From an optimization exercise on the open Yosys and OpenROAD flow, aimed at small area, a short achievable clock period and few clock cycles; shortcuts taken in it are not production practice.
The RTL was checked by simulation tests, not by an equivalence proof against the original design.

`flow/flow/run.sh`:
```
#!/bin/bash
# The standard layout, with one extra step between synthesis and floorplan:
# invopt.py removes the inverters that Yosys's full-adder extraction leaves between
# adders (see invopt.py). Each tool's output goes to a log of its own.
set -euo pipefail
R=orfs/results/$FLOW_PLATFORM/geofence/base
LIB=$FLOW_HOME/platforms/$FLOW_PLATFORM/lib/sky130_fd_sc_hd__tt_025C_1v80.lib
bash standard.sh synth > synth.log 2>&1
cp $R/1_2_yosys.v 1_2_yosys.synth.v
python3 flow/invopt.py $LIB 1_2_yosys.synth.v 1_2_yosys.invopt.v > invopt.log 2>&1
cp 1_2_yosys.invopt.v $R/1_2_yosys.v
bash standard.sh SETUP_SLACK_MARGIN=7.5 "CTS_ARGS=-sink_clustering_enable -repair_clock_nets -buf_list {sky130_fd_sc_hd__clkbuf_4 sky130_fd_sc_hd__clkbuf_8} -sink_clustering_size 20 -sink_clustering_max_diameter 60 -dont_use_dummy_load" finish > layout.log 2>&1
```
`flow/flow/invopt.py`:
```
#!/usr/bin/env python3
"""Polarity clean-up of a mapped sky130hd netlist (Yosys write_verilog output).

Yosys's extract_fa maps many full adders in inverted form (inverted inputs and outputs),
which leaves inverters between adders. A full adder is self-dual: FA(~a,~b,~c) gives
(~sum, ~cout). This script removes every inverter, then picks for each full adder whether
to use it inverted, and for some single-output gates whether to swap them for their
complement (and2 <-> nand2, ...), so that as few inverters as possible are needed; it
then adds one inverter per signal whose complement is still needed. The function of the
netlist and its registers are unchanged.

usage: invopt.py lib in.v out.v"""
import re, sys, random

lib_path, src, dst = sys.argv[1:4]
P = "sky130_fd_sc_hd__"

# cell areas and pin directions from the liberty file
areas, pins, cur, curpin = {}, {}, None, None
for line in open(lib_path):
    m = re.match(r'\s*cell \("(\w+)"\)', line)
    if m:
        cur = m.group(1); pins[cur] = {}; continue
    m = re.match(r'\s*area\s*:\s*([0-9.]+)', line)
    if m and cur and cur not in areas:
        areas[cur] = float(m.group(1))
    m = re.match(r'\s*pin \("(\w+)"\)', line)
    if m and cur:
        curpin = m.group(1); continue
    m = re.match(r'\s*direction\s*:\s*"?(\w+)"?', line)
    if m and cur and curpin:
        pins[cur][curpin] = m.group(1); curpin = None

PAIRS = [("and2", "nand2"), ("or2", "nor2"), ("xor2", "xnor2"), ("and3", "nand3"),
         ("or3", "nor3"), ("and4", "nand4"), ("or4", "nor4"), ("a21o", "a21oi"),
         ("o21a", "o21ai"), ("a22o", "a22oi"), ("o22a", "o22ai"), ("a211o", "a211oi"),
         ("o211a", "o211ai"), ("a31o", "a31oi"), ("o31a", "o31ai"), ("xor3", "xnor3"),
         ("buf", "inv"), ("clkbuf", "inv"), ("a221o", "a221oi"), ("o221a", "o221ai"),
         ("a41o", "a41oi"), ("o41a", "o41ai"), ("a32o", "a32oi"), ("o32a", "o32ai"),
         ("mux2", "mux2i")]
COMP = {}
for a, b, d in [(a, b, d) for a, b in PAIRS for d in ("_4", "_2", "_1")] + \
        [(b, a, d) for a, b in PAIRS for d in ("_4", "_2", "_1")]:
    x, y = P + a + d, P + b + "_1"
    if a == "inv":
        continue
    if x in pins and y in pins:
        ix = sorted(p for p, d in pins[x].items() if d == "input")
        iy = sorted(p for p, d in pins[y].items() if d == "input")
        ox = [p for p, d in pins[x].items() if d == "output"]
        oy = [p for p, d in pins[y].items() if d == "output"]
        if ix == iy and len(ox) == 1 and len(oy) == 1:
            COMP[x] = (y, ox[0], oy[0])
INV = re.compile(P + r"(inv|clkinv)_\d+$")
FA = P + "fa_1"
HA = P + "ha_1"

text = open(src).read()
mod = re.search(r"module\s+(\w+)\s*\((.*?)\);(.*)endmodule", text, re.S)
body = mod.group(3)
outputs = set()
for m in re.finditer(r"^\s*output\s+(\[[^\]]*\]\s*)?(\w+)\s*;", body, re.M):
    outputs.add(m.group(2))
inputs = set()
for m in re.finditer(r"^\s*input\s+(\[[^\]]*\]\s*)?(\w+)\s*;", body, re.M):
    inputs.add(m.group(2))

cell_re = re.compile(r"^\s*(" + P + r"\w+)\s+(\S+)\s*\((.*?)\);", re.M | re.S)
pin_re = re.compile(r"\.(\w+)\(\s*(.*?)\s*\)\s*(?:,|$)", re.S)
cells = []
for m in cell_re.finditer(body):
    t, name, conns = m.group(1), m.group(2), m.group(3)
    pc = [(p, n.strip()) for p, n in pin_re.findall(conns)]
    cells.append([t, name, pc])
if re.search(r"^\s*assign\s", body, re.M):
    sys.exit("netlist has assign statements")
other = cell_re.sub("", body)

def is_out(t, p):
    return pins[t].get(p) == "output"

# nets driven by inverters: net -> input net
inv_of = {}
for t, name, pc in cells:
    if INV.match(t):
        d = dict(pc); inv_of[d["Y"]] = d["A"]
def base(n):
    pol = 0
    while n in inv_of:
        n = inv_of[n]; pol ^= 1
    return n, pol

for o in outputs:
    if base(o)[1] or o in inv_of:
        sys.exit("output port driven by an inverter")

# variables: full adders (flip all pins) and complementable gates (flip the output)
var_of_cell = {}
driver_var = {}   # base net -> var index (its physical polarity)
nvar = 0
ctype = []
for i, (t, name, pc) in enumerate(cells):
    if INV.match(t):
        continue
    if t == FA or t in COMP or t == HA:
        var_of_cell[i] = nvar; ctype.append(t); nvar += 1
        if t != HA:
            for p, n in pc:
                if is_out(t, p):
                    driver_var[n] = var_of_cell[i]
val = [0] * nvar

# loads: (cell index, pin, base net, literal polarity, var of load or None)
loads = {}
for i, (t, name, pc) in enumerate(cells):
    if INV.match(t):
        continue
    for p, n in pc:
        if is_out(t, p):
            continue
        b, pol = base(n)
        v = var_of_cell[i] if t in (FA, HA) else None
        loads.setdefault(b, []).append((i, p, pol, v))
for o in outputs:
    loads.setdefault(o, []).append((None, o, 0, None))

sig_of_var = {}
for b in loads:
    if b in driver_var:
        sig_of_var.setdefault(driver_var[b], []).append(b)
for_var_loads = {}
for b, ls in loads.items():
    for (i, p, pol, v) in ls:
        if v is not None:
            for_var_loads.setdefault(v, set()).add(b)

inv_area = areas[P + "inv_1"]
def sig_cost(b):
    ph = val[driver_var[b]] if b in driver_var else 0
    need = False
    for (i, p, pol, v) in loads[b]:
        req = pol ^ (val[v] if v is not None else 0)
        if req != ph:
            need = True; break
    return inv_area if need else 0.0
def var_cost(v):
    t = ctype[v]
    if t == FA:
        return 0.0
    if t == HA:
        return (areas[P + "xor2_1"] + areas[P + "nor2_1"]) if val[v] else areas[t]
    return areas[COMP[t][0]] if val[v] else areas[t]
def touched(v):
    s = set(sig_of_var.get(v, [])) | for_var_loads.get(v, set())
    return s

total = sum(sig_cost(b) for b in loads) + sum(var_cost(v) for v in range(nvar))
start = total + inv_area * 0
orig = sum(areas[t] for t, n, pc in cells if INV.match(t) or t == FA or t in COMP)
order = list(range(nvar))
rng = random.Random(1)
def delta(v):
    ss = touched(v)
    before = sum(sig_cost(b) for b in ss) + var_cost(v)
    val[v] ^= 1
    after = sum(sig_cost(b) for b in ss) + var_cost(v)
    val[v] ^= 1
    return after - before
def descend():
    global total
    improved = True
    while improved:
        improved = False
        rng.shuffle(order)
        for v in order:
            d = delta(v)
            if d < -1e-9 or (d < 1e-9 and rng.random() < 0.3):
                val[v] ^= 1; total += d
                if d < -1e-9:
                    improved = True
descend()
best, best_val = total, list(val)
# simulated annealing over single flips, then a final descent from the best state
import math, os
steps = int(os.environ.get("SA_STEPS", "3000000"))
t0, t1 = 3.0, 0.05
for it in range(steps):
    T = t0 * (t1 / t0) ** (it / steps)
    v = rng.randrange(nvar)
    d = delta(v)
    if d < 1e-9 or rng.random() < math.exp(-d / T):
        val[v] ^= 1
        total += d
        if total < best - 1e-9:
            best, best_val = total, list(val)
val[:] = best_val
total = best
descend()
# rewrite
def W(n):
    return n + " " if n.startswith("\\") else n
new_cells = []
inv_net = {}
k = 0
for b in sorted(loads):
    ph = val[driver_var[b]] if b in driver_var else 0
    for (i, p, pol, v) in loads[b]:
        req = pol ^ (val[v] if v is not None else 0)
        if req != ph and b not in inv_net:
            k += 1
            inv_net[b] = f"invopt_{k}"
            new_cells.append(f"  {P}inv_1 invopt_c{k} (\n    .A({W(b)}),\n    .Y({inv_net[b]})\n  );")
conn = {}
for b, ls in loads.items():
    ph = val[driver_var[b]] if b in driver_var else 0
    for (i, p, pol, v) in ls:
        req = pol ^ (val[v] if v is not None else 0)
        net = b if req == ph else inv_net[b]
        if i is None:
            if net != p:
                sys.exit("output port polarity")
            continue
        conn[(i, p)] = net
conn = {k: W(n) for k, n in conn.items()}
out_cells = []
for i, (t, name, pc) in enumerate(cells):
    if INV.match(t):
        continue
    if t == HA and val[var_of_cell[i]]:
        d = dict(pc)
        a, b = conn[(i, "A")], conn[(i, "B")]
        if "SUM" in d:
            out_cells.append(f"  {P}xor2_1 {name}_s (\n    .A({a}),\n    .B({b}),\n    .X({W(d['SUM'])})\n  );")
        if "COUT" in d:
            out_cells.append(f"  {P}nor2_1 {name}_c (\n    .A({a}),\n    .B({b}),\n    .Y({W(d['COUT'])})\n  );")
        continue
    nt = t
    opin = {}
    if i in var_of_cell and t != FA and val[var_of_cell[i]]:
        nt, po, pn = COMP[t]
        opin[po] = pn
    items = []
    for p, n in pc:
        if is_out(t, p):
            items.append(f"    .{opin.get(p, p)}({W(n)})")
        else:
            items.append(f"    .{p}({conn[(i, p)]})")
    out_cells.append(f"  {nt} {name} (\n" + ",\n".join(items) + "\n  );")
decl = "\n".join(f"  wire {inv_net[b]};" for b in sorted(inv_net, key=lambda b: inv_net[b]))
newbody = other.rstrip() + "\n" + decl + "\n" + "\n".join(out_cells + new_cells) + "\n"
out = text[:mod.start(3)] + newbody + text[mod.end(3):]
open(dst, "w").write(out)
ninv0 = sum(1 for t, n, pc in cells if INV.match(t))
nflip = sum(1 for v in range(nvar) if val[v] and ctype[v] in (FA, HA))
ncomp = sum(1 for v in range(nvar) if val[v] and ctype[v] != FA)
sys.stderr.write(f"invopt: inverters {ninv0} -> {k}, adders flipped {nflip}, gates swapped {ncomp}, "
                 f"area of touched cells {orig:.1f} -> {total:.1f}\n")
```
`flow/standard.sh`:
```
#!/bin/bash
# synth_recipe.tcl (not shown) runs the flow's synth.tcl, then flattens the netlist and writes it again
# the make line also repeats each setting of config.mk as NAME=value (left out here)
make -C /OpenROAD-flow-scripts/flow DESIGN_CONFIG=/design/flow/config.mk WORK_HOME=/design/flow/orfs CLKGATE_MAP_FILE= SYNTH_SCRIPT=/design/flow/synth_recipe.tcl "${@:-finish}"
```
`flow/config.mk`:
```
export PLATFORM = sky130hd
export DESIGN_NAME = geofence
export DESIGN_NICKNAME = geofence
export VERILOG_FILES = /design/flow/design.v
export SDC_FILE = /design/flow/constraint.sdc
export NUM_CORES = 4
export LEC_CHECK = 0
export CAP_MARGIN = 20
export CORE_MARGIN = 2
export CORE_UTILIZATION = 40
export CTS_BUF_LIST = sky130_fd_sc_hd__clkbuf_4 sky130_fd_sc_hd__clkbuf_8
export CTS_CLUSTER_DIAMETER = 60
export CTS_CLUSTER_SIZE = 20
export PLACE_DENSITY = 0.6
export SETUP_SLACK_MARGIN = 5
export SLEW_MARGIN = 20
```
`flow/constraint.sdc`:
```
create_clock -name core_clock -period 12.0 [get_ports {clk}]
set_input_delay 2.4000 -clock core_clock [delete_from_list [all_inputs] [get_ports {clk}]]
set_output_delay 2.4000 -clock core_clock [all_outputs]
set_load 0.01 [all_outputs]
```
`flow/design.v`:
```
module geofence(clk, reset, X, Y, valid, is_inside);
input clk;
input reset;
input [9:0] X;
input [9:0] Y;
output reg valid;
output reg is_inside;
reg [4:0] t;
reg [9:0] px, py;            
reg [19:0] buf0, buf1, buf2;   
reg sx, sy;                  
reg [9:0] mx, my;            
reg lsx, lsy, rsx, rsy;
reg [9:0] lmx, lmy, rmx, rmy;
reg ins;
reg [3:0] hp;                
reg [3:0] qo;                
reg [16:0] hx, hy;           
reg glo, plo;
reg an_r, anz_r;             
reg s0;                      
reg s2;                      
reg tr;                      
reg cr;                      
wire [4:0] tn = t + 5'd1;
always @(posedge clk or posedge reset) begin
    if (reset) begin
        s0 <= 1'b0; s2 <= 1'b0; tr <= 1'b0; cr <= 1'b0;
    end else begin
        s0 <= !valid && (tn == 5'd2 || tn == 5'd3 || tn == 5'd5 || tn == 5'd8 || tn == 5'd11 || tn == 5'd14);
        s2 <= !valid && (tn == 5'd5 || tn == 5'd8 || tn == 5'd11 || tn == 5'd14 || tn == 5'd17);
        tr <= !valid && (tn == 5'd7 || tn == 5'd10 || tn == 5'd13 || tn == 5'd16);
        cr <= !valid && tr;
    end
end
wire [19:0] vin = (t == 5'd2 || t == 5'd8) ? buf0 : (t == 5'd3 || t == 5'd11) ? buf1 : buf2;
wire [10:0] dx = {1'b0, vin[19:10]} - {1'b0, px};
wire [10:0] dy = {1'b0, vin[9:0]} - {1'b0, py};
wire [9:0] ax = (dx[9:0] ^ {10{dx[10]}}) + {9'd0, dx[10]};
wire [9:0] ay = (dy[9:0] ^ {10{dy[10]}}) + {9'd0, dy[10]};
wire [3:0] side = {Y < py, Y > py, X < px, X > px};
wire early_out = |(hp & side);
wire [3:0] quad = {side[0] & side[3], side[1] & side[3], side[1] & side[2], side[0] & side[2]};
wire early_in = &(qo | quad);
wire zx = mx == 10'd0, zy = my == 10'd0;
wire zlx = lmx == 10'd0, zly = lmy == 10'd0;
wire zrx = rmx == 10'd0, zry = rmy == 10'd0;
wire [9:0] umx = tr ? rmx : lmx, umy = tr ? rmy : lmy;
wire [16:0] hx_d, hy_d;
wire glo_d, plo_d, c_le, c_lt;
xs1 u1(.a(umx), .b(my), .c(umy), .d(mx), .hx(hx_d), .hy(hy_d), .glo(glo_d), .plo(plo_d));
xs2 u2(.hx(hx), .hy(hy), .glo(glo), .plo(plo), .le(c_le), .lt(c_lt));
wire c_s1 = (cr ? rsx : lsx) ^ sy, c_s2 = (cr ? rsy : lsy) ^ sx;
wire c_nz = cr ? (!(zrx || zy) || !(zry || zx)) : (!(zlx || zy) || !(zly || zx));
wire cn  = (c_s1 == c_s2) ? (c_s1 ? !c_le : c_lt) : (c_s1 && c_nz);    
wire cnz = (c_s1 == c_s2) ? (c_s1 ? !c_lt : c_le) : (c_s1 || !c_nz);   
wire an  = cr ? an_r : cn;
wire anz = cr ? anz_r : cnz;
wire bn  = !cnz;             
wire bnz = !cn;
wire opp = (!zx && (sx ^ lsx)) || (!zy && (sy ^ lsy));
wire hit = (zx && zy) || (an && bnz) || (anz && bn) || (anz && !an && bnz && !bn && opp);
wire newl = an && !bnz;       
wire newr = !anz && bn;       
wire early = t == 5'd6 && (ins || early_in || early_out);
wire last = s2 && t != 5'd5 && (ins || hit || t == 5'd17);
always @(posedge clk or posedge reset) begin
    if (reset) t <= 5'd0;
    else if (valid) t <= 5'd0;
    else t <= t + 5'd1;
end
always @(posedge clk) begin
    hx <= hx_d; hy <= hy_d; glo <= glo_d; plo <= plo_d;
    an_r <= cn; anz_r <= cnz;
    if (s0) begin
        sx <= dx[10]; mx <= ax;
        sy <= dy[10]; my <= ay;
    end
end
always @(posedge clk) begin
    if (t == 5'd0) begin
        px <= X;
        py <= Y;
    end
    if (t == 5'd1 || t == 5'd4) buf0 <= {X, Y};
    if (t == 5'd2 || t == 5'd5) buf1 <= {X, Y};
    if (t == 5'd3 || t == 5'd6) buf2 <= {X, Y};
    if (t == 5'd1) begin hp <= side; qo <= quad; end
    else if (t <= 5'd5) begin hp <= hp & side; qo <= qo | quad; end
    if (t == 5'd3) begin
        lsx <= sx; lmx <= mx; lsy <= sy; lmy <= my;
        rsx <= sx; rmx <= mx; rsy <= sy; rmy <= my;
        ins <= zx && zy;
    end else if (s2) begin
        if (hit) ins <= 1'b1;
        if (newl) begin lsx <= sx; lmx <= mx; lsy <= sy; lmy <= my; end
        if (newr) begin rsx <= sx; rmx <= mx; rsy <= sy; rmy <= my; end
    end
end
always @(posedge clk or posedge reset) begin
    if (reset) begin
        valid <= 1'b0;
        is_inside <= 1'b0;
    end else begin
        valid <= !valid && (early || last);
        is_inside <= early ? (ins || early_in) : (ins || hit);
    end
end
endmodule
module xs1(input [9:0] a, input [9:0] b, input [9:0] c, input [9:0] d,
           output [16:0] hx, output [16:0] hy, output glo, output plo);
wire t1 = (a[0] & b[9]) ^ ~(c[0] & d[9]) ^ (a[1] & b[8]);
wire t2 = ((a[0] & b[9]) & ~(c[0] & d[9])) | ((a[0] & b[9]) & (a[1] & b[8])) | (~(c[0] & d[9]) & (a[1] & b[8]));
wire t3 = (a[1] & b[9]) ^ ~(c[1] & d[9]);
wire t4 = (a[1] & b[9]) & ~(c[1] & d[9]);
wire t5 = (a[0] & b[6]) ^ ~(c[0] & d[6]) ^ (a[1] & b[5]);
wire t6 = ((a[0] & b[6]) & ~(c[0] & d[6])) | ((a[0] & b[6]) & (a[1] & b[5])) | (~(c[0] & d[6]) & (a[1] & b[5]));
wire t7 = (a[0] & b[7]) ^ ~(c[0] & d[7]) ^ (a[1] & b[6]);
wire t8 = ((a[0] & b[7]) & ~(c[0] & d[7])) | ((a[0] & b[7]) & (a[1] & b[6])) | (~(c[0] & d[7]) & (a[1] & b[6]));
wire t9 = ~(c[1] & d[6]) ^ (a[2] & b[5]) ^ ~(c[2] & d[5]);
wire t10 = (~(c[1] & d[6]) & (a[2] & b[5])) | (~(c[1] & d[6]) & ~(c[2] & d[5])) | ((a[2] & b[5]) & ~(c[2] & d[5]));
wire t11 = (a[3] & b[4]) ^ ~(c[3] & d[4]);
wire t12 = (a[3] & b[4]) & ~(c[3] & d[4]);
wire t13 = (a[0] & b[8]) ^ ~(c[0] & d[8]) ^ (a[1] & b[7]);
wire t14 = ((a[0] & b[8]) & ~(c[0] & d[8])) | ((a[0] & b[8]) & (a[1] & b[7])) | (~(c[0] & d[8]) & (a[1] & b[7]));
wire t15 = ~(c[1] & d[7]) ^ (a[2] & b[6]) ^ ~(c[2] & d[6]);
wire t16 = (~(c[1] & d[7]) & (a[2] & b[6])) | (~(c[1] & d[7]) & ~(c[2] & d[6])) | ((a[2] & b[6]) & ~(c[2] & d[6]));
wire t17 = (a[3] & b[5]) ^ ~(c[3] & d[5]) ^ (a[4] & b[4]);
wire t18 = ((a[3] & b[5]) & ~(c[3] & d[5])) | ((a[3] & b[5]) & (a[4] & b[4])) | (~(c[3] & d[5]) & (a[4] & b[4]));
wire t19 = ~(c[4] & d[4]) ^ (a[5] & b[3]) ^ ~(c[5] & d[3]);
wire t20 = (~(c[4] & d[4]) & (a[5] & b[3])) | (~(c[4] & d[4]) & ~(c[5] & d[3])) | ((a[5] & b[3]) & ~(c[5] & d[3]));
wire t21 = (a[6] & b[2]) ^ ~(c[6] & d[2]);
wire t22 = (a[6] & b[2]) & ~(c[6] & d[2]);
wire t23 = ~(c[1] & d[8]) ^ (a[2] & b[7]) ^ ~(c[2] & d[7]);
wire t24 = (~(c[1] & d[8]) & (a[2] & b[7])) | (~(c[1] & d[8]) & ~(c[2] & d[7])) | ((a[2] & b[7]) & ~(c[2] & d[7]));
wire t25 = (a[3] & b[6]) ^ ~(c[3] & d[6]) ^ (a[4] & b[5]);
wire t26 = ((a[3] & b[6]) & ~(c[3] & d[6])) | ((a[3] & b[6]) & (a[4] & b[5])) | (~(c[3] & d[6]) & (a[4] & b[5]));
wire t27 = ~(c[4] & d[5]) ^ (a[5] & b[4]) ^ ~(c[5] & d[4]);
wire t28 = (~(c[4] & d[5]) & (a[5] & b[4])) | (~(c[4] & d[5]) & ~(c[5] & d[4])) | ((a[5] & b[4]) & ~(c[5] & d[4]));
wire t29 = (a[6] & b[3]) ^ ~(c[6] & d[3]) ^ (a[7] & b[2]);
wire t30 = ((a[6] & b[3]) & ~(c[6] & d[3])) | ((a[6] & b[3]) & (a[7] & b[2])) | (~(c[6] & d[3]) & (a[7] & b[2]));
wire t31 = ~(c[7] & d[2]) ^ (a[8] & b[1]) ^ ~(c[8] & d[1]);
wire t32 = (~(c[7] & d[2]) & (a[8] & b[1])) | (~(c[7] & d[2]) & ~(c[8] & d[1])) | ((a[8] & b[1]) & ~(c[8] & d[1]));
wire t33 = (a[9] & b[0]) ^ ~(c[9] & d[0]);
wire t34 = (a[9] & b[0]) & ~(c[9] & d[0]);
wire t35 = (a[2] & b[8]) ^ ~(c[2] & d[8]) ^ (a[3] & b[7]);
wire t36 = ((a[2] & b[8]) & ~(c[2] & d[8])) | ((a[2] & b[8]) & (a[3] & b[7])) | (~(c[2] & d[8]) & (a[3] & b[7]));
wire t37 = ~(c[3] & d[7]) ^ (a[4] & b[6]) ^ ~(c[4] & d[6]);
wire t38 = (~(c[3] & d[7]) & (a[4] & b[6])) | (~(c[3] & d[7]) & ~(c[4] & d[6])) | ((a[4] & b[6]) & ~(c[4] & d[6]));
wire t39 = (a[5] & b[5]) ^ ~(c[5] & d[5]) ^ (a[6] & b[4]);
wire t40 = ((a[5] & b[5]) & ~(c[5] & d[5])) | ((a[5] & b[5]) & (a[6] & b[4])) | (~(c[5] & d[5]) & (a[6] & b[4]));
wire t41 = ~(c[6] & d[4]) ^ (a[7] & b[3]) ^ ~(c[7] & d[3]);
wire t42 = (~(c[6] & d[4]) & (a[7] & b[3])) | (~(c[6] & d[4]) & ~(c[7] & d[3])) | ((a[7] & b[3]) & ~(c[7] & d[3]));
wire t43 = (a[8] & b[2]) ^ ~(c[8] & d[2]) ^ (a[9] & b[1]);
wire t44 = ((a[8] & b[2]) & ~(c[8] & d[2])) | ((a[8] & b[2]) & (a[9] & b[1])) | (~(c[8] & d[2]) & (a[9] & b[1]));
wire t45 = ~(c[9] & d[1]) ^ 1'b1 ^ t2;
wire t46 = (~(c[9] & d[1]) & 1'b1) | (~(c[9] & d[1]) & t2) | (1'b1 & t2);
wire t47 = (a[2] & b[9]) ^ ~(c[2] & d[9]) ^ (a[3] & b[8]);
wire t48 = ((a[2] & b[9]) & ~(c[2] & d[9])) | ((a[2] & b[9]) & (a[3] & b[8])) | (~(c[2] & d[9]) & (a[3] & b[8]));
wire t49 = ~(c[3] & d[8]) ^ (a[4] & b[7]) ^ ~(c[4] & d[7]);
wire t50 = (~(c[3] & d[8]) & (a[4] & b[7])) | (~(c[3] & d[8]) & ~(c[4] & d[7])) | ((a[4] & b[7]) & ~(c[4] & d[7]));
wire t51 = (a[5] & b[6]) ^ ~(c[5] & d[6]) ^ (a[6] & b[5]);
wire t52 = ((a[5] & b[6]) & ~(c[5] & d[6])) | ((a[5] & b[6]) & (a[6] & b[5])) | (~(c[5] & d[6]) & (a[6] & b[5]));
wire t53 = ~(c[6] & d[5]) ^ (a[7] & b[4]) ^ ~(c[7] & d[4]);
wire t54 = (~(c[6] & d[5]) & (a[7] & b[4])) | (~(c[6] & d[5]) & ~(c[7] & d[4])) | ((a[7] & b[4]) & ~(c[7] & d[4]));
wire t55 = (a[8] & b[3]) ^ ~(c[8] & d[3]) ^ (a[9] & b[2]);
wire t56 = ((a[8] & b[3]) & ~(c[8] & d[3])) | ((a[8] & b[3]) & (a[9] & b[2])) | (~(c[8] & d[3]) & (a[9] & b[2]));
wire t57 = (a[3] & b[9]) ^ ~(c[3] & d[9]) ^ (a[4] & b[8]);
wire t58 = ((a[3] & b[9]) & ~(c[3] & d[9])) | ((a[3] & b[9]) & (a[4] & b[8])) | (~(c[3] & d[9]) & (a[4] & b[8]));
wire t59 = ~(c[4] & d[8]) ^ (a[5] & b[7]) ^ ~(c[5] & d[7]);
wire t60 = (~(c[4] & d[8]) & (a[5] & b[7])) | (~(c[4] & d[8]) & ~(c[5] & d[7])) | ((a[5] & b[7]) & ~(c[5] & d[7]));
wire t61 = (a[6] & b[6]) ^ ~(c[6] & d[6]) ^ (a[7] & b[5]);
wire t62 = ((a[6] & b[6]) & ~(c[6] & d[6])) | ((a[6] & b[6]) & (a[7] & b[5])) | (~(c[6] & d[6]) & (a[7] & b[5]));
wire t63 = (a[4] & b[9]) ^ ~(c[4] & d[9]) ^ (a[5] & b[8]);
wire t64 = ((a[4] & b[9]) & ~(c[4] & d[9])) | ((a[4] & b[9]) & (a[5] & b[8])) | (~(c[4] & d[9]) & (a[5] & b[8]));
wire t65 = (a[0] & b[4]) ^ ~(c[0] & d[4]) ^ (a[1] & b[3]);
wire t66 = ((a[0] & b[4]) & ~(c[0] & d[4])) | ((a[0] & b[4]) & (a[1] & b[3])) | (~(c[0] & d[4]) & (a[1] & b[3]));
wire t67 = (a[0] & b[5]) ^ ~(c[0] & d[5]) ^ (a[1] & b[4]);
wire t68 = ((a[0] & b[5]) & ~(c[0] & d[5])) | ((a[0] & b[5]) & (a[1] & b[4])) | (~(c[0] & d[5]) & (a[1] & b[4]));
wire t69 = ~(c[1] & d[4]) ^ (a[2] & b[3]) ^ ~(c[2] & d[3]);
wire t70 = (~(c[1] & d[4]) & (a[2] & b[3])) | (~(c[1] & d[4]) & ~(c[2] & d[3])) | ((a[2] & b[3]) & ~(c[2] & d[3]));
wire t71 = (a[3] & b[2]) ^ ~(c[3] & d[2]);
wire t72 = (a[3] & b[2]) & ~(c[3] & d[2]);
wire t73 = ~(c[1] & d[5]) ^ (a[2] & b[4]) ^ ~(c[2] & d[4]);
wire t74 = (~(c[1] & d[5]) & (a[2] & b[4])) | (~(c[1] & d[5]) & ~(c[2] & d[4])) | ((a[2] & b[4]) & ~(c[2] & d[4]));
wire t75 = (a[3] & b[3]) ^ ~(c[3] & d[3]) ^ (a[4] & b[2]);
wire t76 = ((a[3] & b[3]) & ~(c[3] & d[3])) | ((a[3] & b[3]) & (a[4] & b[2])) | (~(c[3] & d[3]) & (a[4] & b[2]));
wire t77 = ~(c[4] & d[2]) ^ (a[5] & b[1]) ^ ~(c[5] & d[1]);
wire t78 = (~(c[4] & d[2]) & (a[5] & b[1])) | (~(c[4] & d[2]) & ~(c[5] & d[1])) | ((a[5] & b[1]) & ~(c[5] & d[1]));
wire t79 = (a[6] & b[0]) ^ ~(c[6] & d[0]);
wire t80 = (a[6] & b[0]) & ~(c[6] & d[0]);
wire t81 = (a[4] & b[3]) ^ ~(c[4] & d[3]) ^ (a[5] & b[2]);
wire t82 = ((a[4] & b[3]) & ~(c[4] & d[3])) | ((a[4] & b[3]) & (a[5] & b[2])) | (~(c[4] & d[3]) & (a[5] & b[2]));
wire t83 = ~(c[5] & d[2]) ^ (a[6] & b[1]) ^ ~(c[6] & d[1]);
wire t84 = (~(c[5] & d[2]) & (a[6] & b[1])) | (~(c[5] & d[2]) & ~(c[6] & d[1])) | ((a[6] & b[1]) & ~(c[6] & d[1]));
wire t85 = (a[7] & b[0]) ^ ~(c[7] & d[0]) ^ 1'b1;
wire t86 = ((a[7] & b[0]) & ~(c[7] & d[0])) | ((a[7] & b[0]) & 1'b1) | (~(c[7] & d[0]) & 1'b1);
wire t87 = t6 ^ t7 ^ t9;
wire t88 = (t6 & t7) | (t6 & t9) | (t7 & t9);
wire t89 = (a[7] & b[1]) ^ ~(c[7] & d[1]) ^ (a[8] & b[0]);
wire t90 = ((a[7] & b[1]) & ~(c[7] & d[1])) | ((a[7] & b[1]) & (a[8] & b[0])) | (~(c[7] & d[1]) & (a[8] & b[0]));
wire t91 = ~(c[8] & d[0]) ^ 1'b1 ^ t8;
wire t92 = (~(c[8] & d[0]) & 1'b1) | (~(c[8] & d[0]) & t8) | (1'b1 & t8);
wire t93 = t10 ^ t12 ^ t13;
wire t94 = (t10 & t12) | (t10 & t13) | (t12 & t13);
wire t95 = t15 ^ t17 ^ t19;
wire t96 = (t15 & t17) | (t15 & t19) | (t17 & t19);
wire t97 = 1'b1 ^ t1 ^ t14;
wire t98 = (1'b1 & t1) | (1'b1 & t14) | (t1 & t14);
wire t99 = t16 ^ t18 ^ t20;
wire t100 = (t16 & t18) | (t16 & t20) | (t18 & t20);
wire t101 = t22 ^ t23 ^ t25;
wire t102 = (t22 & t23) | (t22 & t25) | (t23 & t25);
wire t103 = t27 ^ t29 ^ t31;
wire t104 = (t27 & t29) | (t27 & t31) | (t29 & t31);
wire t105 = t3 ^ t24 ^ t26;
wire t106 = (t3 & t24) | (t3 & t26) | (t24 & t26);
wire t107 = t28 ^ t30 ^ t32;
wire t108 = (t28 & t30) | (t28 & t32) | (t30 & t32);
wire t109 = t34 ^ t35 ^ t37;
wire t110 = (t34 & t35) | (t34 & t37) | (t35 & t37);
wire t111 = t39 ^ t41 ^ t43;
wire t112 = (t39 & t41) | (t39 & t43) | (t41 & t43);
wire t113 = ~(c[9] & d[2]) ^ t4 ^ t36;
wire t114 = (~(c[9] & d[2]) & t4) | (~(c[9] & d[2]) & t36) | (t4 & t36);
wire t115 = t38 ^ t40 ^ t42;
wire t116 = (t38 & t40) | (t38 & t42) | (t40 & t42);
wire t117 = t44 ^ t46 ^ t47;
wire t118 = (t44 & t46) | (t44 & t47) | (t46 & t47);
wire t119 = t49 ^ t51 ^ t53;
wire t120 = (t49 & t51) | (t49 & t53) | (t51 & t53);
wire t121 = ~(c[7] & d[5]) ^ (a[8] & b[4]) ^ ~(c[8] & d[4]);
wire t122 = (~(c[7] & d[5]) & (a[8] & b[4])) | (~(c[7] & d[5]) & ~(c[8] & d[4])) | ((a[8] & b[4]) & ~(c[8] & d[4]));
wire t123 = (a[9] & b[3]) ^ ~(c[9] & d[3]) ^ t48;
wire t124 = ((a[9] & b[3]) & ~(c[9] & d[3])) | ((a[9] & b[3]) & t48) | (~(c[9] & d[3]) & t48);
wire t125 = t50 ^ t52 ^ t54;
wire t126 = (t50 & t52) | (t50 & t54) | (t52 & t54);
wire t127 = t56 ^ t57 ^ t59;
wire t128 = (t56 & t57) | (t56 & t59) | (t57 & t59);
wire t129 = ~(c[5] & d[8]) ^ (a[6] & b[7]) ^ ~(c[6] & d[7]);
wire t130 = (~(c[5] & d[8]) & (a[6] & b[7])) | (~(c[5] & d[8]) & ~(c[6] & d[7])) | ((a[6] & b[7]) & ~(c[6] & d[7]));
wire t131 = (a[7] & b[6]) ^ ~(c[7] & d[6]) ^ (a[8] & b[5]);
wire t132 = ((a[7] & b[6]) & ~(c[7] & d[6])) | ((a[7] & b[6]) & (a[8] & b[5])) | (~(c[7] & d[6]) & (a[8] & b[5]));
wire t133 = ~(c[8] & d[5]) ^ (a[9] & b[4]) ^ ~(c[9] & d[4]);
wire t134 = (~(c[8] & d[5]) & (a[9] & b[4])) | (~(c[8] & d[5]) & ~(c[9] & d[4])) | ((a[9] & b[4]) & ~(c[9] & d[4]));
wire t135 = t58 ^ t60 ^ t62;
wire t136 = (t58 & t60) | (t58 & t62) | (t60 & t62);
wire t137 = (a[5] & b[9]) ^ ~(c[5] & d[9]) ^ (a[6] & b[8]);
wire t138 = ((a[5] & b[9]) & ~(c[5] & d[9])) | ((a[5] & b[9]) & (a[6] & b[8])) | (~(c[5] & d[9]) & (a[6] & b[8]));
wire t139 = ~(c[6] & d[8]) ^ (a[7] & b[7]) ^ ~(c[7] & d[7]);
wire t140 = (~(c[6] & d[8]) & (a[7] & b[7])) | (~(c[6] & d[8]) & ~(c[7] & d[7])) | ((a[7] & b[7]) & ~(c[7] & d[7]));
wire t141 = (a[8] & b[6]) ^ ~(c[8] & d[6]) ^ (a[9] & b[5]);
wire t142 = ((a[8] & b[6]) & ~(c[8] & d[6])) | ((a[8] & b[6]) & (a[9] & b[5])) | (~(c[8] & d[6]) & (a[9] & b[5]));
wire t143 = (a[6] & b[9]) ^ ~(c[6] & d[9]) ^ (a[7] & b[8]);
wire t144 = ((a[6] & b[9]) & ~(c[6] & d[9])) | ((a[6] & b[9]) & (a[7] & b[8])) | (~(c[6] & d[9]) & (a[7] & b[8]));
wire t145 = (a[0] & b[2]) ^ ~(c[0] & d[2]);
wire t146 = (a[0] & b[2]) & ~(c[0] & d[2]);
wire t147 = (a[0] & b[3]) ^ ~(c[0] & d[3]) ^ (a[1] & b[2]);
wire t148 = ((a[0] & b[3]) & ~(c[0] & d[3])) | ((a[0] & b[3]) & (a[1] & b[2])) | (~(c[0] & d[3]) & (a[1] & b[2]));
wire t149 = ~(c[1] & d[2]) ^ (a[2] & b[1]) ^ ~(c[2] & d[1]);
wire t150 = (~(c[1] & d[2]) & (a[2] & b[1])) | (~(c[1] & d[2]) & ~(c[2] & d[1])) | ((a[2] & b[1]) & ~(c[2] & d[1]));
wire t151 = ~(c[1] & d[3]) ^ (a[2] & b[2]) ^ ~(c[2] & d[2]);
wire t152 = (~(c[1] & d[3]) & (a[2] & b[2])) | (~(c[1] & d[3]) & ~(c[2] & d[2])) | ((a[2] & b[2]) & ~(c[2] & d[2]));
wire t153 = (a[3] & b[1]) ^ ~(c[3] & d[1]) ^ (a[4] & b[0]);
wire t154 = ((a[3] & b[1]) & ~(c[3] & d[1])) | ((a[3] & b[1]) & (a[4] & b[0])) | (~(c[3] & d[1]) & (a[4] & b[0]));
wire t155 = ~(c[4] & d[0]) ^ 1'b1;
wire t156 = ~(c[4] & d[0]) & 1'b1;
wire t157 = (a[4] & b[1]) ^ ~(c[4] & d[1]) ^ (a[5] & b[0]);
wire t158 = ((a[4] & b[1]) & ~(c[4] & d[1])) | ((a[4] & b[1]) & (a[5] & b[0])) | (~(c[4] & d[1]) & (a[5] & b[0]));
wire t159 = ~(c[5] & d[0]) ^ 1'b1 ^ t66;
wire t160 = (~(c[5] & d[0]) & 1'b1) | (~(c[5] & d[0]) & t66) | (1'b1 & t66);
wire t161 = t67 ^ t69 ^ t71;
wire t162 = (t67 & t69) | (t67 & t71) | (t69 & t71);
wire t163 = 1'b1 ^ t5 ^ t68;
wire t164 = (1'b1 & t5) | (1'b1 & t68) | (t5 & t68);
wire t165 = t70 ^ t72 ^ t73;
wire t166 = (t70 & t72) | (t70 & t73) | (t72 & t73);
wire t167 = t75 ^ t77 ^ t79;
wire t168 = (t75 & t77) | (t75 & t79) | (t77 & t79);
wire t169 = t11 ^ t74 ^ t76;
wire t170 = (t11 & t74) | (t11 & t76) | (t74 & t76);
wire t171 = t78 ^ t80 ^ t81;
wire t172 = (t78 & t80) | (t78 & t81) | (t80 & t81);
wire t173 = t83 ^ t85 ^ t87;
wire t174 = (t83 & t85) | (t83 & t87) | (t85 & t87);
wire t175 = t21 ^ t82 ^ t84;
wire t176 = (t21 & t82) | (t21 & t84) | (t82 & t84);
wire t177 = t86 ^ t88 ^ t89;
wire t178 = (t86 & t88) | (t86 & t89) | (t88 & t89);
wire t179 = t91 ^ t93 ^ t95;
wire t180 = (t91 & t93) | (t91 & t95) | (t93 & t95);
wire t181 = t33 ^ t90 ^ t92;
wire t182 = (t33 & t90) | (t33 & t92) | (t90 & t92);
wire t183 = t94 ^ t96 ^ t97;
wire t184 = (t94 & t96) | (t94 & t97) | (t96 & t97);
wire t185 = t99 ^ t101 ^ t103;
wire t186 = (t99 & t101) | (t99 & t103) | (t101 & t103);
wire t187 = t45 ^ t98 ^ t100;
wire t188 = (t45 & t98) | (t45 & t100) | (t98 & t100);
wire t189 = t102 ^ t104 ^ t105;
wire t190 = (t102 & t104) | (t102 & t105) | (t104 & t105);
wire t191 = t107 ^ t109 ^ t111;
wire t192 = (t107 & t109) | (t107 & t111) | (t109 & t111);
wire t193 = t55 ^ t106 ^ t108;
wire t194 = (t55 & t106) | (t55 & t108) | (t106 & t108);
wire t195 = t110 ^ t112 ^ t113;
wire t196 = (t110 & t112) | (t110 & t113) | (t112 & t113);
wire t197 = t115 ^ t117 ^ t119;
wire t198 = (t115 & t117) | (t115 & t119) | (t117 & t119);
wire t199 = t61 ^ t114 ^ t116;
wire t200 = (t61 & t114) | (t61 & t116) | (t114 & t116);
wire t201 = t118 ^ t120 ^ t121;
wire t202 = (t118 & t120) | (t118 & t121) | (t120 & t121);
wire t203 = t123 ^ t125 ^ t127;
wire t204 = (t123 & t125) | (t123 & t127) | (t125 & t127);
wire t205 = t63 ^ t122 ^ t124;
wire t206 = (t63 & t122) | (t63 & t124) | (t122 & t124);
wire t207 = t126 ^ t128 ^ t129;
wire t208 = (t126 & t128) | (t126 & t129) | (t128 & t129);
wire t209 = t131 ^ t133 ^ t135;
wire t210 = (t131 & t133) | (t131 & t135) | (t133 & t135);
wire t211 = ~(c[9] & d[5]) ^ t64 ^ t130;
wire t212 = (~(c[9] & d[5]) & t64) | (~(c[9] & d[5]) & t130) | (t64 & t130);
wire t213 = t132 ^ t134 ^ t136;
wire t214 = (t132 & t134) | (t132 & t136) | (t134 & t136);
wire t215 = t137 ^ t139 ^ t141;
wire t216 = (t137 & t139) | (t137 & t141) | (t139 & t141);
wire t217 = ~(c[7] & d[8]) ^ (a[8] & b[7]) ^ ~(c[8] & d[7]);
wire t218 = (~(c[7] & d[8]) & (a[8] & b[7])) | (~(c[7] & d[8]) & ~(c[8] & d[7])) | ((a[8] & b[7]) & ~(c[8] & d[7]));
wire t219 = (a[9] & b[6]) ^ ~(c[9] & d[6]) ^ t138;
wire t220 = ((a[9] & b[6]) & ~(c[9] & d[6])) | ((a[9] & b[6]) & t138) | (~(c[9] & d[6]) & t138);
wire t221 = t140 ^ t142 ^ t143;
wire t222 = (t140 & t142) | (t140 & t143) | (t142 & t143);
wire t223 = (a[7] & b[9]) ^ ~(c[7] & d[9]) ^ (a[8] & b[8]);
wire t224 = ((a[7] & b[9]) & ~(c[7] & d[9])) | ((a[7] & b[9]) & (a[8] & b[8])) | (~(c[7] & d[9]) & (a[8] & b[8]));
wire t225 = ~(c[8] & d[8]) ^ (a[9] & b[7]) ^ ~(c[9] & d[7]);
wire t226 = (~(c[8] & d[8]) & (a[9] & b[7])) | (~(c[8] & d[8]) & ~(c[9] & d[7])) | ((a[9] & b[7]) & ~(c[9] & d[7]));
wire t227 = (a[0] & b[1]) ^ ~(c[0] & d[1]);
wire t228 = (a[0] & b[1]) & ~(c[0] & d[1]);
wire t229 = (a[1] & b[1]) ^ ~(c[1] & d[1]) ^ (a[2] & b[0]);
wire t230 = ((a[1] & b[1]) & ~(c[1] & d[1])) | ((a[1] & b[1]) & (a[2] & b[0])) | (~(c[1] & d[1]) & (a[2] & b[0]));
wire t231 = ~(c[2] & d[0]) ^ 1'b1;
wire t232 = ~(c[2] & d[0]) & 1'b1;
wire t233 = (a[3] & b[0]) ^ ~(c[3] & d[0]) ^ 1'b1;
wire t234 = ((a[3] & b[0]) & ~(c[3] & d[0])) | ((a[3] & b[0]) & 1'b1) | (~(c[3] & d[0]) & 1'b1);
wire t235 = t146 ^ t147 ^ t149;
wire t236 = (t146 & t147) | (t146 & t149) | (t147 & t149);
wire t237 = t65 ^ t148 ^ t150;
wire t238 = (t65 & t148) | (t65 & t150) | (t148 & t150);
wire t239 = t151 ^ t153 ^ t155;
wire t240 = (t151 & t153) | (t151 & t155) | (t153 & t155);
wire t241 = t152 ^ t154 ^ t156;
wire t242 = (t152 & t154) | (t152 & t156) | (t154 & t156);
wire t243 = t157 ^ t159 ^ t161;
wire t244 = (t157 & t159) | (t157 & t161) | (t159 & t161);
wire t245 = t158 ^ t160 ^ t162;
wire t246 = (t158 & t160) | (t158 & t162) | (t160 & t162);
wire t247 = t163 ^ t165 ^ t167;
wire t248 = (t163 & t165) | (t163 & t167) | (t165 & t167);
wire t249 = t164 ^ t166 ^ t168;
wire t250 = (t164 & t166) | (t164 & t168) | (t166 & t168);
wire t251 = t169 ^ t171 ^ t173;
wire t252 = (t169 & t171) | (t169 & t173) | (t171 & t173);
wire t253 = t170 ^ t172 ^ t174;
wire t254 = (t170 & t172) | (t170 & t174) | (t172 & t174);
wire t255 = t175 ^ t177 ^ t179;
wire t256 = (t175 & t177) | (t175 & t179) | (t177 & t179);
wire t257 = t176 ^ t178 ^ t180;
wire t258 = (t176 & t178) | (t176 & t180) | (t178 & t180);
wire t259 = t181 ^ t183 ^ t185;
wire t260 = (t181 & t183) | (t181 & t185) | (t183 & t185);
wire t261 = t182 ^ t184 ^ t186;
wire t262 = (t182 & t184) | (t182 & t186) | (t184 & t186);
wire t263 = t187 ^ t189 ^ t191;
wire t264 = (t187 & t189) | (t187 & t191) | (t189 & t191);
wire t265 = t188 ^ t190 ^ t192;
wire t266 = (t188 & t190) | (t188 & t192) | (t190 & t192);
wire t267 = t193 ^ t195 ^ t197;
wire t268 = (t193 & t195) | (t193 & t197) | (t195 & t197);
wire t269 = t194 ^ t196 ^ t198;
wire t270 = (t194 & t196) | (t194 & t198) | (t196 & t198);
wire t271 = t199 ^ t201 ^ t203;
wire t272 = (t199 & t201) | (t199 & t203) | (t201 & t203);
wire t273 = t200 ^ t202 ^ t204;
wire t274 = (t200 & t202) | (t200 & t204) | (t202 & t204);
wire t275 = t205 ^ t207 ^ t209;
wire t276 = (t205 & t207) | (t205 & t209) | (t207 & t209);
wire t277 = t206 ^ t208 ^ t210;
wire t278 = (t206 & t208) | (t206 & t210) | (t208 & t210);
wire t279 = t211 ^ t213 ^ t215;
wire t280 = (t211 & t213) | (t211 & t215) | (t213 & t215);
wire t281 = t212 ^ t214 ^ t216;
wire t282 = (t212 & t214) | (t212 & t216) | (t214 & t216);
wire t283 = t217 ^ t219 ^ t221;
wire t284 = (t217 & t219) | (t217 & t221) | (t219 & t221);
wire t285 = t144 ^ t218 ^ t220;
wire t286 = (t144 & t218) | (t144 & t220) | (t218 & t220);
wire t287 = t222 ^ t223 ^ t225;
wire t288 = (t222 & t223) | (t222 & t225) | (t223 & t225);
wire t289 = (a[8] & b[9]) ^ ~(c[8] & d[9]) ^ (a[9] & b[8]);
wire t290 = ((a[8] & b[9]) & ~(c[8] & d[9])) | ((a[8] & b[9]) & (a[9] & b[8])) | (~(c[8] & d[9]) & (a[9] & b[8]));
wire t291 = ~(c[9] & d[8]) ^ t224 ^ t226;
wire t292 = (~(c[9] & d[8]) & t224) | (~(c[9] & d[8]) & t226) | (t224 & t226);
wire t293 = (a[1] & b[0]) ^ ~(c[1] & d[0]);
wire t294 = (a[1] & b[0]) & ~(c[1] & d[0]);
wire t295 = t145 ^ t228 ^ t229;
wire t296 = (t145 & t228) | (t145 & t229) | (t228 & t229);
wire t297 = t230 ^ t232 ^ t233;
wire t298 = (t230 & t232) | (t230 & t233) | (t232 & t233);
wire t299 = t234 ^ t236 ^ t237;
wire t300 = (t234 & t236) | (t234 & t237) | (t236 & t237);
wire t301 = t238 ^ t240 ^ t241;
wire t302 = (t238 & t240) | (t238 & t241) | (t240 & t241);
wire t303 = t242 ^ t244 ^ t245;
wire t304 = (t242 & t244) | (t242 & t245) | (t244 & t245);
wire t305 = t246 ^ t248 ^ t249;
wire t306 = (t246 & t248) | (t246 & t249) | (t248 & t249);
wire t307 = t250 ^ t252 ^ t253;
wire t308 = (t250 & t252) | (t250 & t253) | (t252 & t253);
wire t309 = t254 ^ t256 ^ t257;
wire t310 = (t254 & t256) | (t254 & t257) | (t256 & t257);
wire t311 = t258 ^ t260 ^ t261;
wire t312 = (t258 & t260) | (t258 & t261) | (t260 & t261);
wire t313 = t262 ^ t264 ^ t265;
wire t314 = (t262 & t264) | (t262 & t265) | (t264 & t265);
wire t315 = t266 ^ t268 ^ t269;
wire t316 = (t266 & t268) | (t266 & t269) | (t268 & t269);
wire t317 = t270 ^ t272 ^ t273;
wire t318 = (t270 & t272) | (t270 & t273) | (t272 & t273);
wire t319 = t274 ^ t276 ^ t277;
wire t320 = (t274 & t276) | (t274 & t277) | (t276 & t277);
wire t321 = t278 ^ t280 ^ t281;
wire t322 = (t278 & t280) | (t278 & t281) | (t280 & t281);
wire t323 = t282 ^ t284 ^ t285;
wire t324 = (t282 & t284) | (t282 & t285) | (t284 & t285);
wire t325 = t286 ^ t288 ^ t289;
wire t326 = (t286 & t288) | (t286 & t289) | (t288 & t289);
wire t327 = (a[9] & b[9]) ^ ~(c[9] & d[9]) ^ t290;
wire t328 = ((a[9] & b[9]) & ~(c[9] & d[9])) | ((a[9] & b[9]) & t290) | (~(c[9] & d[9]) & t290);
wire t329 = 1'b1 ^ t227;
wire t330 = 1'b1 & t227;
wire t331 = t231 ^ t294 ^ t295;
wire t332 = (t231 & t294) | (t231 & t295) | (t294 & t295);
wire t333 = t235 ^ t296 ^ t297;
wire t334 = (t235 & t296) | (t235 & t297) | (t296 & t297);
wire t335 = t239 ^ t298 ^ t299;
wire t336 = (t239 & t298) | (t239 & t299) | (t298 & t299);
wire t337 = t243 ^ t300 ^ t301;
wire t338 = (t243 & t300) | (t243 & t301) | (t300 & t301);
wire t339 = t247 ^ t302 ^ t303;
wire t340 = (t247 & t302) | (t247 & t303) | (t302 & t303);
wire t341 = t251 ^ t304 ^ t305;
wire t342 = (t251 & t304) | (t251 & t305) | (t304 & t305);
wire t343 = t255 ^ t306 ^ t307;
wire t344 = (t255 & t306) | (t255 & t307) | (t306 & t307);
wire t345 = t259 ^ t308 ^ t309;
wire t346 = (t259 & t308) | (t259 & t309) | (t308 & t309);
wire t347 = t263 ^ t310 ^ t311;
wire t348 = (t263 & t310) | (t263 & t311) | (t310 & t311);
wire t349 = t267 ^ t312 ^ t313;
wire t350 = (t267 & t312) | (t267 & t313) | (t312 & t313);
wire t351 = t271 ^ t314 ^ t315;
wire t352 = (t271 & t314) | (t271 & t315) | (t314 & t315);
wire t353 = t275 ^ t316 ^ t317;
wire t354 = (t275 & t316) | (t275 & t317) | (t316 & t317);
wire t355 = t279 ^ t318 ^ t319;
wire t356 = (t279 & t318) | (t279 & t319) | (t318 & t319);
wire t357 = t283 ^ t320 ^ t321;
wire t358 = (t283 & t320) | (t283 & t321) | (t320 & t321);
wire t359 = t287 ^ t322 ^ t323;
wire t360 = (t287 & t322) | (t287 & t323) | (t322 & t323);
wire t361 = t291 ^ t324 ^ t325;
wire t362 = (t291 & t324) | (t291 & t325) | (t324 & t325);
wire t363 = t292 ^ t326 ^ t327;
wire t364 = (t292 & t326) | (t292 & t327) | (t326 & t327);
wire [20:0] x = {1'b1, t328, t362, t360, t358, t356, t354, t352, t350, t348, t346, t344, t342, t340, t338, t336, t334, t332, t330, t293, (a[0] & b[0])};
wire [20:0] y = {1'b0, t364, t363, t361, t359, t357, t355, t353, t351, t349, t347, t345, t343, t341, t339, t337, t335, t333, t331, t329, ~(c[0] & d[0])};
assign hx = x[20:4];
assign hy = y[20:4];
wire [3:0] g = x[3:0] & y[3:0];
wire [3:0] p = x[3:0] | y[3:0];
wire lG1 = g[1] | (p[1] & g[0]);
wire lP1 = p[1] & p[0];
wire lG2 = g[3] | (p[3] & g[2]);
wire lP2 = p[3] & p[2];
wire lG3 = lG2 | (lP2 & lG1);
wire lP3 = lP2 & lP1;
assign glo = lG3;
assign plo = lP3;
endmodule
module xs2(input [16:0] hx, input [16:0] hy, input glo, input plo, output le, output lt);
wire [15:0] g = hx[15:0] & hy[15:0];
wire [15:0] p = hx[15:0] | hy[15:0];
wire hG1 = g[1] | (p[1] & g[0]);
wire hP1 = p[1] & p[0];
wire hG2 = g[3] | (p[3] & g[2]);
wire hP2 = p[3] & p[2];
wire hG3 = hG2 | (hP2 & hG1);
wire hP3 = hP2 & hP1;
wire hG4 = g[5] | (p[5] & g[4]);
wire hP4 = p[5] & p[4];
wire hG5 = g[7] | (p[7] & g[6]);
wire hP5 = p[7] & p[6];
wire hG6 = hG5 | (hP5 & hG4);
wire hP6 = hP5 & hP4;
wire hG7 = hG6 | (hP6 & hG3);
wire hP7 = hP6 & hP3;
wire hG8 = g[9] | (p[9] & g[8]);
wire hP8 = p[9] & p[8];
wire hG9 = g[11] | (p[11] & g[10]);
wire hP9 = p[11] & p[10];
wire hG10 = hG9 | (hP9 & hG8);
wire hP10 = hP9 & hP8;
wire hG11 = g[13] | (p[13] & g[12]);
wire hP11 = p[13] & p[12];
wire hG12 = g[15] | (p[15] & g[14]);
wire hP12 = p[15] & p[14];
wire hG13 = hG12 | (hP12 & hG11);
wire hP13 = hP12 & hP11;
wire hG14 = hG13 | (hP13 & hG10);
wire hP14 = hP13 & hP10;
wire hG15 = hG14 | (hP14 & hG7);
wire hP15 = hP14 & hP7;
wire top = hx[16] ^ hy[16];
wire gall = hG15 | (hP15 & glo);
wire pall = hP15 & plo;
assign le = top ^ gall;
assign lt = top ^ (gall | pall);
endmodule
```
==> impl_metrics.ini, run 1 <==
[place]
gp_congestion = 0.789
dp_hpwl_um = 22200
numPortBuffers = 23

[worst_setup_path]
cpMaxStageDelayCell = fa_1
path_max_fanout = 10
cp_common_cell = fa_1
path_cells = buf_12 -> mux2_4 -> and2_1 -> fa_1 -> fa_1 -> fa_1 -> fa_1 -> fa_1 -> fa_1
arrival_ns = 4.79
crit_required_ns = 12.37
critical_path_buf_inv_count = 1
critical-path-top-delay-family = adder cells
cpPeakStageDelay_ns = 0.57
crit_path_start_kind = register
crit_path_end_kind = register
worstSetupPathType = register to register

[synth]
syn_nets = 1430
netlist_area_um2 = 14100
netlist_instances = 1198
ys_warn_count = 1
avgSynthCellArea_um2 = 11.8

[routing]
viasPerCell = 5.29
drc = 0
drtAntennaViolNets = 0
wirelength_um = 32000
post_drt_wl_per_cell_um = 18.8
drtIter0Drc = 518
vias = 9018
drtPass1Iterations = 5

[finish]
drive_gt1_share_pct = 11.4
diodes = 0
nets = 1483
syn_to_final_growth_pct = 11.8
fin_util_pct = 45.5
final_cell_mix = 164 x fa_1, 155 x edfxtp_1, 145 x nand2_1, 104 x and2_1, 62 x nor2_1
layout_commonest_cell = fa_1
fillers = 3163
ff_latch_area_um2 = 5660
multi_input_comb_area_um2 = 8330

[global_route]
overflow = 0
met1_usage_pct = 23.7
grt_max_degree = 41
use_met3_pct = 3.12
grt_use_total_pct = 17.5
antenna_found_initial = 0
grt_pass1_wl_um = 49900
grt_pass1_vias = 9044
busiest_layer = met2
met2_usage_pct = 28.7

[sta]
finalHoldViolCount = 0
skew_ns = 0.118
relSlewSlack_pct = 42.2
slew_viol_final = 0
worst_slew_pin_slew_ns = 0.867
max_freq_mhz = 226
setup_tns_ns = 0
setup_viol = 0
fin_crit_ns = 4.42
timing.final.crit_share_pct = 36.8
hold_ws_ns = 0.552
grt_setup_unrepaired = true

[floorplanning]
die-height_um = 192
dieWidth_um = 192
rows = 68
start_util_pct = 40.7
ios = 24
fp.coreArea_um2 = 34600
die_area_um2 = 36700

[clock_tree]
clk_latency_ns = 0.60
cts_tree = done
path_clk_slew_ns = 0.08
cts.sinks = 202
ctsHoldBuffers = 0
clock_path_buffers = 3
root_buffer = clkbuf_8
h-tree-depth = 1
numCtsBuffers = 22

[worst_hold_path]
hold_path.class = register to register

[outcome]
status = timing/DRC/antenna clean

[job]
cap_violations = 0
==> worst register-to-register path, cell delays in order, from the launching register on <==
cell     delay (ns)
dfrtp_4        0.54
buf_12         0.17
mux2_4         0.37
and2_1         0.21
fa_1           0.51
fa_1           0.57
fa_1           0.44
fa_1           0.40
fa_1           0.56
fa_1           0.42
==> through the flow <==
stage | setup WS (ns) | std cells | cell area (µm²)
after floorplan | 7.43 | 1198 | 14100
after global placement | 6.64 | 1645 | 14800
after detailed placement | 6.57 | 1645 | 14800
after CTS | 7.39 | 1668 | 15200
after global routing | 7.42 | 1704 | 15800
final | 7.58 | 1704 | 15800
==> flip-flops by register name (all words and copies together) (netlist names), 16 cells and up <==
register,flops
hx,16
buf1,20
buf2,20
hy,16
buf0,20
==> layout make-up <==
cell class | instances | share of cell area [%]
Multi-Input combinational cell | 897 | 52.9
Inverter | 62 | 1.52
Tap cell | 455 | 3.61
Timing Repair Buffer | 66 | 4.14
Sequential cell | 202 | 35.9
Clock buffer | 22 | 1.92
==> path summary, 6_finish.rpt <==
check	startpoint	endpoint	slack (ns)	cells after the start
max	tr$_DFF_PP0_	hy[7]$_DFF_P_	7.58	9
min	ins$_SDFFCE_PP1P_	is_inside$_DFF_PP0_	0.55	1
max reg2reg	tr$_DFF_PP0_	hy[7]$_DFF_P_	7.58	9
min in group asynchronous	reset	valid$_DFF_PP0_	2.09	2
max in group asynchronous	reset	t[2]$_DFF_PP0_	9.52	2
min reg2reg	ins$_SDFFCE_PP1P_	is_inside$_DFF_PP0_	0.55	1
==> routing by layer <==
metal,vias up,wire length (µm),part of all wire (%)
li1,4213,-,-
met1,4548,14300,45
met2,198,15200,47
met3,59,1480,4.6
met4,0,1050,3.3
met5,-,0,0
==> repair_timing <==
item | CTS | global route
resized for setup | 21 | 65
buffers inserted | 1 | 32
gates cloned | 0 | 4
setup endpoints to repair | 31 | 21
pin swaps | 1 | 15
Testbench counts, summed over its fixed seeds: cycles 79,733.
==> run 2: changes to the inputs <==
--- a/flow/flow/run.sh
+++ b/flow/flow/run.sh
@@ -9,4 +9,4 @@
 cp $R/1_2_yosys.v 1_2_yosys.synth.v
 python3 flow/invopt.py $LIB 1_2_yosys.synth.v 1_2_yosys.invopt.v > invopt.log 2>&1
 cp 1_2_yosys.invopt.v $R/1_2_yosys.v
-bash standard.sh SETUP_SLACK_MARGIN=7.5 "CTS_ARGS=-sink_clustering_enable -repair_clock_nets -buf_list {sky130_fd_sc_hd__clkbuf_4 sky130_fd_sc_hd__clkbuf_8} -sink_clustering_size 20 -sink_clustering_max_diameter 60 -dont_use_dummy_load" finish > layout.log 2>&1
+bash standard.sh SETUP_SLACK_MARGIN=7.5 "BUFFER_PORTS_ARGS=-buffer_cell sky130_fd_sc_hd__buf_2" "CTS_ARGS=-sink_clustering_enable -repair_clock_nets -buf_list {sky130_fd_sc_hd__clkbuf_4 sky130_fd_sc_hd__clkbuf_8} -sink_clustering_size 20 -sink_clustering_max_diameter 60 -dont_use_dummy_load" finish > layout.log 2>&1
==> run 2 against run 1 <==
Critical path depth unchanged; setup slack better by 0.033 ns; still clean on timing, DRC and antenna; wire length up 0.55%; worst hold slack better by 0.0090 ns; die area unchanged; first-iteration DRC count up 8.5%; cell count down 0.18%; sequential cell count unchanged.
==> impl_metrics.ini, run 2 <==
[outcome]
status = timing/DRC/antenna clean

[routing]
post_drt_wl_per_cell_um = 18.9
met2_wirelength_um = 15500
drtIter0Drc = 562
maxUsedRoutingLayer = met4
viasPerCell = 5.31
drc = 0
vias = 9038
drtPass1Iterations = 5
drtAntennaViolNets = 0
wl_met1_um = 14100
wirelength_um = 32200
wl_met3_um = 1430

[job]
cap_violations = 0

[sta]
setup_tns_ns = 0
max_freq_mhz = 228
skew_ns = 0.0754
setup_viol = 0
relSlewSlack_pct = 40.0
timing.final.crit_share_pct = 36.5
finalHoldViolCount = 0
worst_slew_pin_slew_ns = 0.900
grt_setup_unrepaired = true
slew_viol_final = 0
fin_crit_ns = 4.38

[global_route]
antenna_found_initial = 1
grt_use_total_pct = 18.0
overflow = 0
grt_max_degree = 41
grt_pass1_vias = 9543
grt_pass1_wl_um = 51400

[worst_setup_path]
crit_path_end_kind = register
arrival_ns = 4.78
crit_path_start_kind = register
worstSetupPathType = register to register
path_max_fanout = 10
crit_required_ns = 12.39

[floorplanning]
die_area_um2 = 36700
dieWidth_um = 192
fp.coreArea_um2 = 34600
ios = 24
start_util_pct = 40.7
die-height_um = 192
rows = 68

[clock_tree]
clock_path_buffers = 3
root_buffer = clkbuf_8
ctsHoldBuffers = 0
numCtsBuffers = 21
h-tree-depth = 1
cts_tree = done
cts.sinks = 202
path_clk_slew_ns = 0.08
clk_latency_ns = 0.57

[finish]
drive_gt1_share_pct = 12.5
reg_top3 = buf0: 20 flops, buf1: 20 flops, buf2: 20 flops
layout_commonest_cell = fa_1
final_cell_mix = 164 x fa_1, 155 x edfxtp_1, 145 x nand2_1, 105 x and2_1, 64 x nor2_1
syn_to_final_growth_pct = 10.1
diodes = 0
nets = 1480

[synth]
syn_nets = 1430
netlist_instances = 1198
netlist_area_um2 = 14100
ys_warn_count = 1
avgSynthCellArea_um2 = 11.8

[place]
numPortBuffers = 23
dp_hpwl_um = 22500
gp_congestion = 0.791

[worst_hold_path]
hold_path.class = register to register
[run 2: through the flow]
step           area, µm²  setup WS [ns]  util (%)  hold WS [ns]  instances
2_1_floorplan      14100           7.43         -         0.465       1198
3_3_place_gp       14700           7.05      42.5         0.546       1645
3_5_place_dp       14700           6.86      42.5         0.536       1645
4_1_cts            15200           7.40      43.8         0.564       1672
5_1_grt            15500           7.41      44.8         0.582       1701
6_report           15500           7.62      44.8         0.561       1701
[run 2: worst paths after layout]
path / start / end / slack (ns) / cells after the start
worst max-delay path: tr$_DFF_PP0_ / hy[7]$_DFF_P_ / 7.62 / 9
worst min-delay path: hp[0]$_DFFE_PP_ / hp[0]$_DFFE_PP_ / 0.56 / 1
worst max register to register: tr$_DFF_PP0_ / hy[7]$_DFF_P_ / 7.62 / 9
worst min register to register: hp[0]$_DFFE_PP_ / hp[0]$_DFFE_PP_ / 0.56 / 1
max in group asynchronous: reset / t[0]$_DFF_PP0_ / 9.84 / 2
min in group asynchronous: reset / t[4]$_DFF_PP0_ / 1.81 / 2
[run 2: critical path: stages (launching register included)]
cell	delay (ns)
dfrtp_4	0.55
buf_12	0.16
mux2_2	0.40
and2_1	0.23
fa_1	0.51
fa_1	0.57
fa_1	0.44
fa_1	0.42
fa_1	0.53
fa_1	0.40
[run 2: timing repair]
action	4_1_cts	5_1_grt
buffers inserted	5	26
hold endpoints to repair	0	0
setup endpoints to repair	30	20
pin swaps	2	8
cloned	1	3
gates resized for setup	19	28
[run 2: layout make-up]
| cell class | instances | area, µm² |
|---|---|---|
| inverters | 62 | 233 |
| clock buffers | 21 | 289 |
| multi-input cells | 896 | 8220 |
| fillers | 3181 | 19100 |
| well taps | 455 | 569 |
| repair buffers | 65 | 544 |
| flip-flops and latches | 202 | 5660 |
[run 2: routing by layer]
layer | vias to the layer above | track usage, %
li1 | 4204 | -
met2 | 188 | 30.4
met4 | 0 | 6.07
met1 | 4593 | 23.5
met3 | 53 | 3.12
met5 | - | 0

-- afterwards: timing with drivers on the ports --
In the flow no input, the clock included, has a driving cell. The finished layouts below were timed again as built, in two steps. Step 1 sets driving cells, clkbuf_16 on the clock port and buf_2 on the other inputs (assumed; they add their load-dependent delay and slew). Step 2, shift: input delay + t, output delay - t, t = (earliest + latest rising clock arrival at the registers) / 2. This alone moves slack from input paths to output paths. Three values: no drivers, after step 1, after step 2; two values: the first two.
run | t (ns) | setup slack, ns | latest minus earliest clock arrival (ns)
run 1 | 0.596 | 7.585 / 7.585 / 7.039 | 0.144 / 0.144
run 2 | 0.593 | 7.618 / 7.618 / 7.088 | 0.101 / 0.100
After both steps setup and hold are still met in every run listed. The setup slack of run 1, which loses most, moves by 0.000 ns with the drivers and by -0.546 ns with both steps.
